Background: an optimization exercise with open tools, aiming at small area. Do not read the settings as production practice.
In this exercise RTL edits were held to simulation tests only and were not proved equivalent to the original.
Power is estimated from default activity; no workload was simulated.

Setup of v6:
==> flow/design.v <==
module vga_kbd_top(reset,clk,ps2clk,ps2data,hsync,vsync, Red, Green, Blue);
input reset,clk;
input ps2clk,ps2data;
output hsync,vsync;
output [2:0] Red,Green,Blue;
genvar gi;
reg [1:0] div;
wire ce = div[1] & div[0];
always @(posedge clk or posedge reset)
  if (reset) div <= 2'd0;
  else div <= {div[1] ^ div[0], ~div[0]};
reg [9:0] pc;
reg [8:0] lc;
wire pwrap = pc[9] & pc[8] & pc[5];           
wire lwrap = lc[8] & lc[7] & lc[6] & lc[0];   
wire [9:0] pt;
wire [8:0] lt;
assign pt[0] = 1'b1;
assign lt[0] = 1'b1;
generate
  for (gi = 1; gi < 10; gi = gi + 1) begin : g_pt
    assign pt[gi] = pt[gi-1] & pc[gi-1];
  end
  for (gi = 1; gi < 9; gi = gi + 1) begin : g_lt
    assign lt[gi] = lt[gi-1] & lc[gi-1];
  end
endgenerate
always @(posedge clk or posedge reset)
  if (reset) begin
    pc <= 10'd0;
    lc <= 9'd0;
  end else if (ce) begin
    pc <= pwrap ? 10'd0 : pc ^ pt;
    if (pwrap) lc <= lwrap ? 9'd0 : lc ^ lt;
  end
assign hsync = ~(pc >= 10'd16 && pc <= 10'd111);
assign vsync = (lc == 9'd12 || lc == 9'd13);
wire rise = (lc == 9'd12 && pc == 10'd4);     
reg [3:0] ks;
wire fall = ks[3];
always @(posedge clk or posedge reset)
  if (reset) ks <= 4'd0;
  else if (ce) begin
    if (ps2clk) ks <= (ks[3] | (ks[2] & (ks[1] | ks[0]))) ? 4'd1 : ks[2] ? 4'd4 : ks + 4'd1;
    else        ks <= (ks[2] & ~ks[3]) ? ks + 4'd1 : 4'd0;
  end
reg [3:0] cnt;
reg [8:0] shift;
reg       par;
reg       f0;
wire [7:0] sc = shift[8:1];
wire c10  = cnt[3] & ~cnt[2] & cnt[1];            
wire cpst = cnt[3] & cnt[2];                       
always @(posedge clk or posedge reset)
  if (reset) begin
    cnt <= 4'd0;
    f0  <= 1'b0;
  end else if (ce) begin
    if (cpst) cnt <= cnt + 4'd1;
    else if (fall) begin
      if (c10) begin
        cnt <= 4'd0;
        if (~shift[0] & ps2data & par) begin
          if (f0) begin
            f0  <= 1'b0;
            cnt <= 4'd13;
          end else if (sc == 8'hF0) f0 <= 1'b1;
        end
      end else cnt <= cnt + 4'd1;
    end
  end
wire c_le8 = ~cnt[3] | ~(cnt[2] | cnt[1] | cnt[0]);    
wire c_le9 = ~cnt[3] | ~(cnt[2] | cnt[1]);             
wire c0    = ~(cnt[3] | cnt[2] | cnt[1] | cnt[0]);
always @(posedge clk)
  if (ce & fall & c_le8) shift <= {ps2data, shift[8:1]};
always @(posedge clk)
  if (ce & fall & c_le9) par <= ~c0 & (par ^ ps2data);
wire p1 = cpst & ~cnt[1];             
wire p2 = cpst & cnt[1] & ~cnt[0];    
wire p3 = cpst & cnt[1] & cnt[0];     
reg [1:0] sa;
reg       char_en;
wire k1 = (sc == 8'h16), k2 = (sc == 8'h1e), k3 = (sc == 8'h26), k4 = (sc == 8'h25);
wire dig = ce & p1 & (k1 | k2 | k3 | k4);
always @(posedge clk)
  if (dig) sa <= {k3 | k4, k2 | k4};
always @(posedge clk or posedge reset)
  if (reset) char_en <= 1'b0;
  else if (dig) char_en <= 1'b1;
reg [8:0] topx;
reg [9:0] leftx;
wire [8:0] top  = topx ^ 9'd216;
wire [9:0] left = leftx ^ 10'd475;
wire vu = p2 & (sc == 8'h75), vd = p2 & (sc == 8'h72);
wire hl = p2 & (sc == 8'h6B), hr = p2 & (sc == 8'h74);
wire [8:0] tx = top ^ {9{vu}};
wire [9:0] lx = left ^ {10{hl}};
wire [8:0] tt;
wire [9:0] ltg;
assign tt[0] = vu | vd;
assign ltg[0] = hl | hr;
generate
  for (gi = 1; gi < 9; gi = gi + 1) begin : g_tt
    assign tt[gi] = tt[gi-1] & tx[gi-1];
  end
  for (gi = 1; gi < 10; gi = gi + 1) begin : g_lg
    assign ltg[gi] = ltg[gi-1] & lx[gi-1];
  end
endgenerate
always @(posedge clk or posedge reset)
  if (reset) begin
    topx  <= 9'd0;
    leftx <= 10'd0;
  end else begin
    topx  <= topx ^ tt;
    leftx <= leftx ^ ltg;
  end
wire       hb = pc[2:0] < left[2:0];
wire [7:0] hc = {1'b0, left[9:3]} + {7'd0, hb};
wire       dh = ({1'b0, pc[9:3]} == hc);
wire [4:0] dl = {1'b0, lc[3:0]} - {1'b0, top[3:0]};
wire [5:0] vc = {1'b0, top[8:4]} + {5'd0, dl[4]};
wire       dv = ({1'b0, lc[8:4]} == vc);
wire disp = dh & dv;
wire [3:0] line = dl[3:0];
reg [7:0] row;
always @* begin
  case ({sa, line})
    6'o00: row = 8'b00011000; 6'o01: row = 8'b00111000; 6'o02: row = 8'b01111000; 6'o03: row = 8'b11011000;
    6'o04: row = 8'b00011000; 6'o05: row = 8'b00011000; 6'o06: row = 8'b00011000; 6'o07: row = 8'b00011000;
    6'o10: row = 8'b00011000; 6'o11: row = 8'b00011000; 6'o12: row = 8'b00011000; 6'o13: row = 8'b00011000;
    6'o14: row = 8'b00011000; 6'o15: row = 8'b00011000; 6'o16: row = 8'b11111111; 6'o17: row = 8'b11111111;
    6'o20: row = 8'b00111100; 6'o21: row = 8'b01111110; 6'o22: row = 8'b11000011; 6'o23: row = 8'b11000011;
    6'o24: row = 8'b00000011; 6'o25: row = 8'b00000011; 6'o26: row = 8'b00000110; 6'o27: row = 8'b00001100;
    6'o30: row = 8'b00011000; 6'o31: row = 8'b00110000; 6'o32: row = 8'b01100000; 6'o33: row = 8'b11000000;
    6'o34: row = 8'b11000000; 6'o35: row = 8'b11000000; 6'o36: row = 8'b11111111; 6'o37: row = 8'b01111111;
    6'o40: row = 8'b11111111; 6'o41: row = 8'b11111111; 6'o42: row = 8'b00000011; 6'o43: row = 8'b00000011;
    6'o44: row = 8'b00000011; 6'o45: row = 8'b00000011; 6'o46: row = 8'b00000011; 6'o47: row = 8'b01111110;
    6'o50: row = 8'b01111110; 6'o51: row = 8'b00000010; 6'o52: row = 8'b00000011; 6'o53: row = 8'b00000011;
    6'o54: row = 8'b00000011; 6'o55: row = 8'b00000011; 6'o56: row = 8'b11111111; 6'o57: row = 8'b11111111;
    6'o60: row = 8'b11000011; 6'o61: row = 8'b11000011; 6'o62: row = 8'b11000011; 6'o63: row = 8'b11000011;
    6'o64: row = 8'b11000011; 6'o65: row = 8'b11000011; 6'o66: row = 8'b11000011; 6'o67: row = 8'b11111111;
    6'o70: row = 8'b11111111; 6'o71: row = 8'b00000011; 6'o72: row = 8'b00000011; 6'o73: row = 8'b00000011;
    6'o74: row = 8'b00000011; 6'o75: row = 8'b00000011; 6'o76: row = 8'b00000011; default: row = 8'b00000011;
  endcase
end
reg [2:0] col;
reg       pbit;
always @(posedge clk)
  if (ce) begin
    if (disp) begin
      pbit <= char_en & row[~col];
      col  <= col + 3'd1;
    end else begin
      pbit <= 1'b0;
      col  <= 3'd0;
    end
  end
reg [2:0] rl, gl, bl;
reg       rdn, gdn, bdn;
wire rk = ce & p3 & (sc == 8'h2d);
wire gk = ce & p3 & (sc == 8'h34);
wire bk = ce & p3 & (sc == 8'h32);
always @(posedge clk or posedge reset)
  if (reset) begin
    rl <= 3'd0; gl <= 3'd0; bl <= 3'd0;
    rdn <= 1'b0; gdn <= 1'b0; bdn <= 1'b0;
  end else begin
    rl <= rl ^ {rk & (rl[1] ^ rdn) & (rl[0] ^ rdn), rk & (rl[0] ^ rdn), rk};
    gl <= gl ^ {gk & (gl[1] ^ gdn) & (gl[0] ^ gdn), gk & (gl[0] ^ gdn), gk};
    bl <= bl ^ {bk & (bl[1] ^ bdn) & (bl[0] ^ bdn), bk & (bl[0] ^ bdn), bk};
    if (rk & (rdn ? (rl == 3'd1) : (rl == 3'd6))) rdn <= ~rdn;
    if (gk & (gdn ? (gl == 3'd1) : (gl == 3'd6))) gdn <= ~gdn;
    if (bk & (bdn ? (bl == 3'd1) : (bl == 3'd6))) bdn <= ~bdn;
  end
reg lit;
always @(posedge clk)
  if (ce) lit <= disp & pbit;
reg [6:0] cv;
reg       fst;
always @(posedge clk or posedge reset)
  if (reset) begin
    cv  <= 7'd0;
    fst <= 1'b0;
  end else if (ce) begin
    if (p2 & (sc == 8'h2b)) fst <= ~fst;
    else if (rise) cv <= cv + 7'd1;
  end
wire on = lit & ~(fst & (cv[6] | (&cv[5:0])));
assign Red   = on ? rl : 3'd0;
assign Green = on ? gl : 3'd0;
assign Blue  = on ? bl : 3'd0;
endmodule
==> flow/config.mk <==
export PLATFORM = sky130hd
export DESIGN_NAME = vga_kbd_top
export DESIGN_NICKNAME = vga_kbd_top
export VERILOG_FILES = /design/flow/design.v
export SDC_FILE = /design/flow/constraint.sdc
export NUM_CORES = 4
export LEC_CHECK = 0
export CAP_MARGIN = 20
export CORE_MARGIN = 2
export CORE_UTILIZATION = 40
export PLACE_DENSITY = 0.6
export SLEW_MARGIN = 20
==> flow/constraint.sdc <==
create_clock -name core_clock -period 10.0 [get_ports {clk}]
set_input_delay 2.0000 -clock core_clock [delete_from_list [all_inputs] [get_ports {clk}]]
set_output_delay 2.0000 -clock core_clock [all_outputs]
set_load 0.01 [all_outputs]
standard.sh (not shown) runs the stock make flow with config.mk's settings and CLKGATE_MAP_FILE= SYNTH_SCRIPT=/design/flow/synth_recipe.tcl, a recipe that flattens the netlist after the stock synthesis.
==> flow/flow/run.sh <==
#!/bin/bash
# Own layout flow: the standard flow (standard.sh) with these changes:
#  - synthesis maps logic with an area-oriented ABC script (flow/area.abc:
#    deepsyn for 150 s, then amap), once per seed in flow/own.cfg, keeping
#    the smallest result, and leaves adders to ABC instead of fixed half/full-adder cells; the
#    registers are mapped before ABC and are the standard synthesis's;
#  - ports are buffered with the smallest buffer;
#  - the clock tree uses one buffer type (flow/own.cfg), without dummy loads.
# The make output goes to own_flow.log; each ORFS step logs to orfs/logs/.
set -euo pipefail
W=$(pwd)
source flow/own.cfg
export OWN_ABC_SCRIPT=$W/flow/area.abc
export OWN_ABC_SEEDS
export OWN_WORK=$W
EXTRA="SYNTH_SCRIPT=$W/flow/synth.tcl ADDER_MAP_FILE= 'BUFFER_PORTS_ARGS=-buffer_cell sky130_fd_sc_hd__buf_1' 'CTS_ARGS=-sink_clustering_enable -repair_clock_nets -buf_list $OWN_CTS_BUF -dont_use_dummy_load'"
# standard.sh's make command, with the settings above added
sed -e "s|SYNTH_SCRIPT=[^ ]*|$EXTRA|" standard.sh > own_standard.sh
grep -q "$W/flow/synth.tcl" own_standard.sh
bash own_standard.sh finish > own_flow.log 2>&1
test -s out/final.def
==> flow/flow/area.abc <==
strash
&get -n
&deepsyn -T 150 -S @SEED@
&put
strash
dch -f
amap
==> flow/flow/own.cfg <==
# clock tree buffer
OWN_CTS_BUF=sky130_fd_sc_hd__clkbuf_8
# random seeds for the ABC runs (the smallest result is kept)
OWN_ABC_SEEDS="0 1 2"
==> flow/flow/synth.tcl <==
# synth_recipe.tcl with one change: ABC maps the logic with an area-oriented
# script (flow/area.abc) instead of ORFS's delay-oriented one, once for each
# random seed in OWN_ABC_SEEDS; the smallest result is kept. Registers are
# mapped before ABC runs, so they are the same as in the standard synthesis.
proc synth {args} { yosys synth -nofsm -noshare {*}$args }
proc own_area {lib} {
  yosys tee -q -o $::env(OWN_WORK)/own_abc_stat.txt stat -liberty $lib
  set f [open $::env(OWN_WORK)/own_abc_stat.txt r]
  set t [read $f]
  close $f
  if {[regexp {Chip area for module [^:]*: *([0-9.eE+]+)} $t -> a]} { return $a }
  return 1e18
}
proc abc {args} {
  set i [lsearch -exact $args -script]
  set lib [lindex $args [expr {[lsearch -exact $args -liberty] + 1}]]
  set f [open $::env(OWN_ABC_SCRIPT) r]
  set text [read $f]
  close $f
  yosys design -save own_pre_abc
  set best {}
  set best_area 1e18
  foreach seed $::env(OWN_ABC_SEEDS) {
    yosys design -load own_pre_abc
    set script $::env(OWN_WORK)/own_abc_$seed.script
    set g [open $script w]
    puts -nonewline $g [string map [list @SEED@ $seed] $text]
    close $g
    yosys abc {*}[lreplace $args [expr {$i + 1}] [expr {$i + 1}] $script]
    set a [own_area $lib]
    puts "own_abc: seed $seed area $a"
    if {$a < $best_area} {
      set best_area $a
      set best $seed
      yosys design -save own_best_abc
    }
  }
  puts "own_abc: kept seed $best area $best_area"
  yosys design -load own_best_abc
}
source $::env(SCRIPTS_DIR)/synth.tcl
# left out here: clear keep_hierarchy, flatten, clean up, hide names made inside functions, write 1_2_yosys.v
Per the final summary, v6 finished and its layout is clean on timing, DRC and antenna.
Changes in v7 relative to v6:
diff --git a/flow/flow/run.sh b/flow/flow/run.sh
--- a/flow/flow/run.sh
+++ b/flow/flow/run.sh
@@ -4,2 +4,2 @@
-#    deepsyn for 150 s, then amap), once per seed in flow/own.cfg, keeping
-#    the smallest result, and leaves adders to ABC instead of fixed half/full-adder cells; the
+#    deepsyn for 300 s, then amap)
+#    and leaves adders to ABC instead of fixed half/full-adder cells; the
@@ -14,2 +13,0 @@
-export OWN_ABC_SEEDS
-export OWN_WORK=$W
==> flow/flow/area.abc <==
strash
&get -n
&deepsyn -T 300
&put
strash
dch -f
amap
==> flow/flow/own.cfg <==
# clock tree buffer
OWN_CTS_BUF=sky130_fd_sc_hd__clkbuf_8
==> flow/flow/synth.tcl <==
# synth_recipe.tcl with one change: ABC maps the logic with an area-oriented
# script (flow/area.abc) instead of ORFS's delay-oriented one. Registers are
# mapped before ABC runs, so they are the same as in the standard synthesis.
proc synth {args} { yosys synth -nofsm -noshare {*}$args }
proc abc {args} {
  set i [lsearch -exact $args -script]
  if {$i >= 0} {
    set args [lreplace $args [expr {$i + 1}] [expr {$i + 1}] $::env(OWN_ABC_SCRIPT)]
  }
  yosys abc {*}$args
}
source $::env(SCRIPTS_DIR)/synth.tcl
# left out here: clear keep_hierarchy, flatten, clean up, hide names made inside functions, write 1_2_yosys.v
==> comparison <==
- Number of standard cells in the layout, taps in and fillers out across v7 and v6: no real change.
- Core utilization: v7 vs v6 identical
- v7 -> v6: routed wirelength normalized by instance count delta 0, exact match
- Combinational cell fraction of total power: v6 vs v7, no meaningful difference
- On die area, v7 tracks v6 almost exactly.

==> re-timing with driven ports <==
The flow's constraints put no driver on any port. The routed layouts listed below were extracted and timed again, unchanged, in two steps. Step 1, drivers: a clkbuf_16 drives clk and a buf_2 each remaining input, both assumed. Step 2 also shifts input and output timing later by t, the mid clock arrival at the registers, as if the neighbouring blocks saw the same clock. Three values: ideal, step 1, step 2; two values: the first two.
| run | t (ns) | setup WS [ns] | worst hold slack (ns) | worst setup path at the end |
|---|---|---|---|---|
| v6 | 0.375 | 5.957 / 5.923 / 6.298 | 0.470 / 0.470 / 0.470 | register to output |
| v7 | 0.375 | 5.957 / 5.923 / 6.298 | 0.470 / 0.470 / 0.470 | register to output |
After both steps setup and hold are still met in every run listed.
